What follows belongs to an exercise in optimizing a design on an open flow for small area and a short achievable clock period; a production flow would make more cautious choices.
Only simulation tests tie the RTL to the original design; equivalence was not proved.
No activity file was given, so power comes from the tool's default toggle rates.

Setup of run 1:
Design calculator, start of the top module:
module calculator(
    input logic CLK100MHZ,
    input logic RST,      
    input logic [15:0] SW,
    input logic BTNU,  
    input logic BTND,  
    input logic BTNL,  
    input logic BTNR,  
    input logic BTNC,  
    output logic [7:0] AN,       
    output logic [7:0] out       
    );
Size: about 2400 cells after synthesis, roughly 81 flip-flops.
Settings: LEC_CHECK=0, CAP_MARGIN=20, CORE_MARGIN=2, CORE_UTILIZATION=72, CTS_BUF_LIST=sky130_fd_sc_hd__clkbuf_8, PLACE_DENSITY=0.82, SLEW_MARGIN=20, SYNTH_HIERARCHICAL=1, SYNTH_MINIMUM_KEEP_SIZE=0; clock period 160.0 ns.
standard.sh (not shown) runs the stock make flow with config.mk's settings and CLKGATE_MAP_FILE= SYNTH_SCRIPT=/design/flow/synth_recipe.tcl, a recipe that flattens the netlist after the stock synthesis.
==> flow/flow/run.sh <==
#!/bin/bash
# Layout flow: the standard flow (standard.sh, standard synthesis
# included), with one change made through ORFS's own setting for it: the
# buffers placed on the input and output ports are sky130_fd_sc_hd__buf_2
# cells. The tools' output goes to standard_flow.log in the folder the flow
# runs in (ORFS also keeps each step's log under orfs/logs).
set -euo pipefail
W=$(pwd)
export BUFFER_PORTS_ARGS="-buffer_cell sky130_fd_sc_hd__buf_2"
bash "$W/standard.sh" > "$W/standard_flow.log" 2>&1
Run 1 has completed all stages; timing, DRC and antenna checks passed.
Relative to run 1, the following input files were edited for run 2:
- swapping 0.82 for 0.75 in PLACE_DENSITY
- swapping 72 for 65 in CORE_UTILIZATION
Notes after the runs:
On overall track demand over capacity in global routing: between run 1 and run 2, it ends up lower for run 2. Clock insertion delay at the later pin of the skew report, run 1 and run 2: lower on run 1. Relative to run 1, the worst-case hold slack of run 2 is lower by 0.010 ns. Run 1 -> run 2: number of cells upsized or downsized after cts delta 0, exact match. Run 1 has a higher utilization than run 2. Changes observed in run 2 relative to run 1: netlist area before placement level; count of clock buffers in the final design went up 1; post-synthesis net count was more or less identical; fraction of power consumed by the clock network shows a reduction of 0.3 points. Compared to run 1, the router laid down less metal wire for run 2.
Input-level comparison between run 3 and run 2:
- CORE_UTILIZATION changed from 65 to 55
- PLACE_DENSITY changed from 0.75 to 0.65
--- outcome ---
- Run 3 against run 2: net switching component of the power has decreased, global routing met3 resource utilization now sits at about the same level, total non-filler cell area in the finished layout shows an increase of 150 um^2.

* * *

calculator, a different RTL version from the one above (not shown whole).
Size in the first run: roughly 2400 cells after synthesis, about 81 flip-flops, roughly 0.021 mm2 of cells after synthesis.
Settings: LEC_CHECK=0, CAP_MARGIN=20, CORE_MARGIN=2, CORE_UTILIZATION=65, CTS_BUF_LIST=sky130_fd_sc_hd__clkbuf_8, PLACE_DENSITY=0.75, SLEW_MARGIN=20, SYNTH_HIERARCHICAL=1, SYNTH_MINIMUM_KEEP_SIZE=0; clock period 160.0 ns.
Scripts as last shown in full above: flow/flow/run.sh
Edit:
==> flow/flow/run.sh (replaced) <==
#!/bin/bash
# Layout flow: the standard flow (standard.sh, standard synthesis
# included), with two changes made through ORFS's own hooks:
#  - the port buffers are sky130_fd_sc_hd__buf_2 cells;
#  - just before detailed placement, a timing repair that only resizes gates
#    (no buffers, no cloning) works on the paths with less than SETUP_TARGET
#    ns of setup slack; detailed placement then legalizes as usual.
# Each tool's output goes to a log file in the folder the flow runs in.
set -euo pipefail
W=$(pwd)
export BUFFER_PORTS_ARGS="-buffer_cell sky130_fd_sc_hd__buf_2"
export PRE_DETAIL_PLACE_TCL="$W/flow/pre_detail_place.tcl"
export SETUP_TARGET="${SETUP_TARGET:-0}"
bash "$W/standard.sh" > "$W/standard_flow.log" 2>&1
==> flow/flow/pre_detail_place.tcl (new file) <==
# Sourced by ORFS's detail_place.tcl after it loads 3_4_place_resized.odb:
# size up gates on the paths with less than SETUP_TARGET ns of setup slack.
source $::env(PLATFORM_DIR)/setRC.tcl
set_dont_use $::env(DONT_USE_CELLS)
estimate_parasitics -placement
puts "own flow: worst setup slack before sizing [worst_slack -max]"
repair_timing -setup -setup_margin $::env(SETUP_TARGET) -skip_buffering \
  -skip_gate_cloning -skip_buffer_removal
puts "own flow: worst setup slack after sizing [worst_slack -max]"
The new run completed without violations; cell area is unchanged; hold slack stays the same; power does not change; via count stays the same.
Edit:
--- a/flow/flow/run.sh
+++ b/flow/flow/run.sh
@@ -12,3 +12,3 @@
 export PRE_DETAIL_PLACE_TCL="$W/flow/pre_detail_place.tcl"
-export SETUP_TARGET="${SETUP_TARGET:-0}"
+export SETUP_TARGET="${SETUP_TARGET:-87}"
 bash "$W/standard.sh" > "$W/standard_flow.log" 2>&1
Final cell count stays the same.
Setup slack improves by 0.42 ns.
Area after synthesis stays the same.
First-iteration DRC count is lower by a few percent.
Register-to-register slack is better by 0.04 ns.
Via count is about the same.
Total power increases slightly.
Maximum frequency rises slightly.

* * *

calculator again, from the RTL that the note above started with.
make LEC_CHECK=0 CAP_MARGIN=0 CORE_MARGIN=2 CORE_UTILIZATION=65 CTS_BUF_LIST=sky130_fd_sc_hd__clkbuf_8 PLACE_DENSITY=0.75 SLEW_MARGIN=0 SYNTH_HIERARCHICAL=1 SYNTH_MINIMUM_KEEP_SIZE=0 finish   # period 160.0 ns
run.sh (not shown) runs the stock make flow with config.mk's settings and CLKGATE_MAP_FILE= SYNTH_SCRIPT=/design/flow/synth_recipe.tcl, a recipe that flattens the netlist after the stock synthesis.
Stock flow here: none of the scripts above is used.
The baseline finished with timing, DRC and antenna clean.
Edit:
--- a/flow/config.mk
+++ b/flow/config.mk
@@ -7,8 +7,8 @@
 export LEC_CHECK = 0
-export CAP_MARGIN = 0
+export CAP_MARGIN = 20
 export CORE_MARGIN = 2
-export CORE_UTILIZATION = 65
+export CORE_UTILIZATION = 80
 export CTS_BUF_LIST = sky130_fd_sc_hd__clkbuf_8
-export PLACE_DENSITY = 0.75
-export SLEW_MARGIN = 0
+export PLACE_DENSITY = 0.88
+export SLEW_MARGIN = 20
 export SYNTH_HIERARCHICAL = 1
The changed run ran to the end with no violations; die area falls by 18%; setup slack loses 0.34 ns; non-clock buffer count falls by 1; wire length rises by 14%; count of clock-buffer cells in the layout stays the same; cell count falls by 3.7%; utilization rises by 16 points; total power rises by 3.9%; final area falls by 0.66%; area after synthesis stays the same; sequential cell count is unchanged.

[static timing again, ports no longer ideal]
How much do the figures lean on ideal ports? The routed layouts below were timed once more, with nothing changed but the port constraints.
Step 1: set_driving_cell puts a clkbuf_16 on CLK100MHZ and a buf_2 on each other input, an assumption about the parent block.
Step 2 adds t to the input delays and takes it off the output delays; t is the mean of the earliest and latest rising clock arrival at the registers after step 1. Input paths then give back, and output paths get back, about the clock's delay inside the block.
a / b / c = ideal ports / drivers / drivers and shift; a / b = the first two.
run | t, ns | setup slack, ns | worst setup path at the end | latest minus earliest clock arrival (ns) | slew at the worst register clock pin (ns)
run 1 | 0.454 | 86.370 / 86.349 / 86.349 | input to output | 0.023 / 0.023 | 0.12 / 0.12
run 2 | 0.464 | 86.434 / 86.415 / 86.415 | input to output | 0.023 / 0.022 | 0.11 / 0.11
run 3 | 0.474 | 86.521 / 86.491 / 86.491 | input to output | 0.019 / 0.019 | 0.10 / 0.10
the first run of note 2 | 0.444 | 85.842 / 85.822 / 85.822 | input to output | 0.027 / 0.027 | 0.12 / 0.12
the second run of note 2 | 0.444 | 85.842 / 85.822 / 85.822 | input to output | 0.027 / 0.027 | 0.12 / 0.12
the third run of note 2 | 0.451 | 86.264 / 86.233 / 86.233 | input to output | 0.024 / 0.025 | 0.12 / 0.12
the first run of note 3 | 0.427 | 85.179 / 85.159 / 85.159 | input to output | 0.016 / 0.015 | 0.11 / 0.11
the second run of note 3 | 0.442 | 84.841 / 84.819 / 84.819 | input to output | 0.017 / 0.017 | 0.11 / 0.11
After both steps setup and hold are still met in every run listed. For the third run of note 2, which loses most, drivers alone change the setup slack by -0.031 ns; drivers and shift together by -0.031 ns.
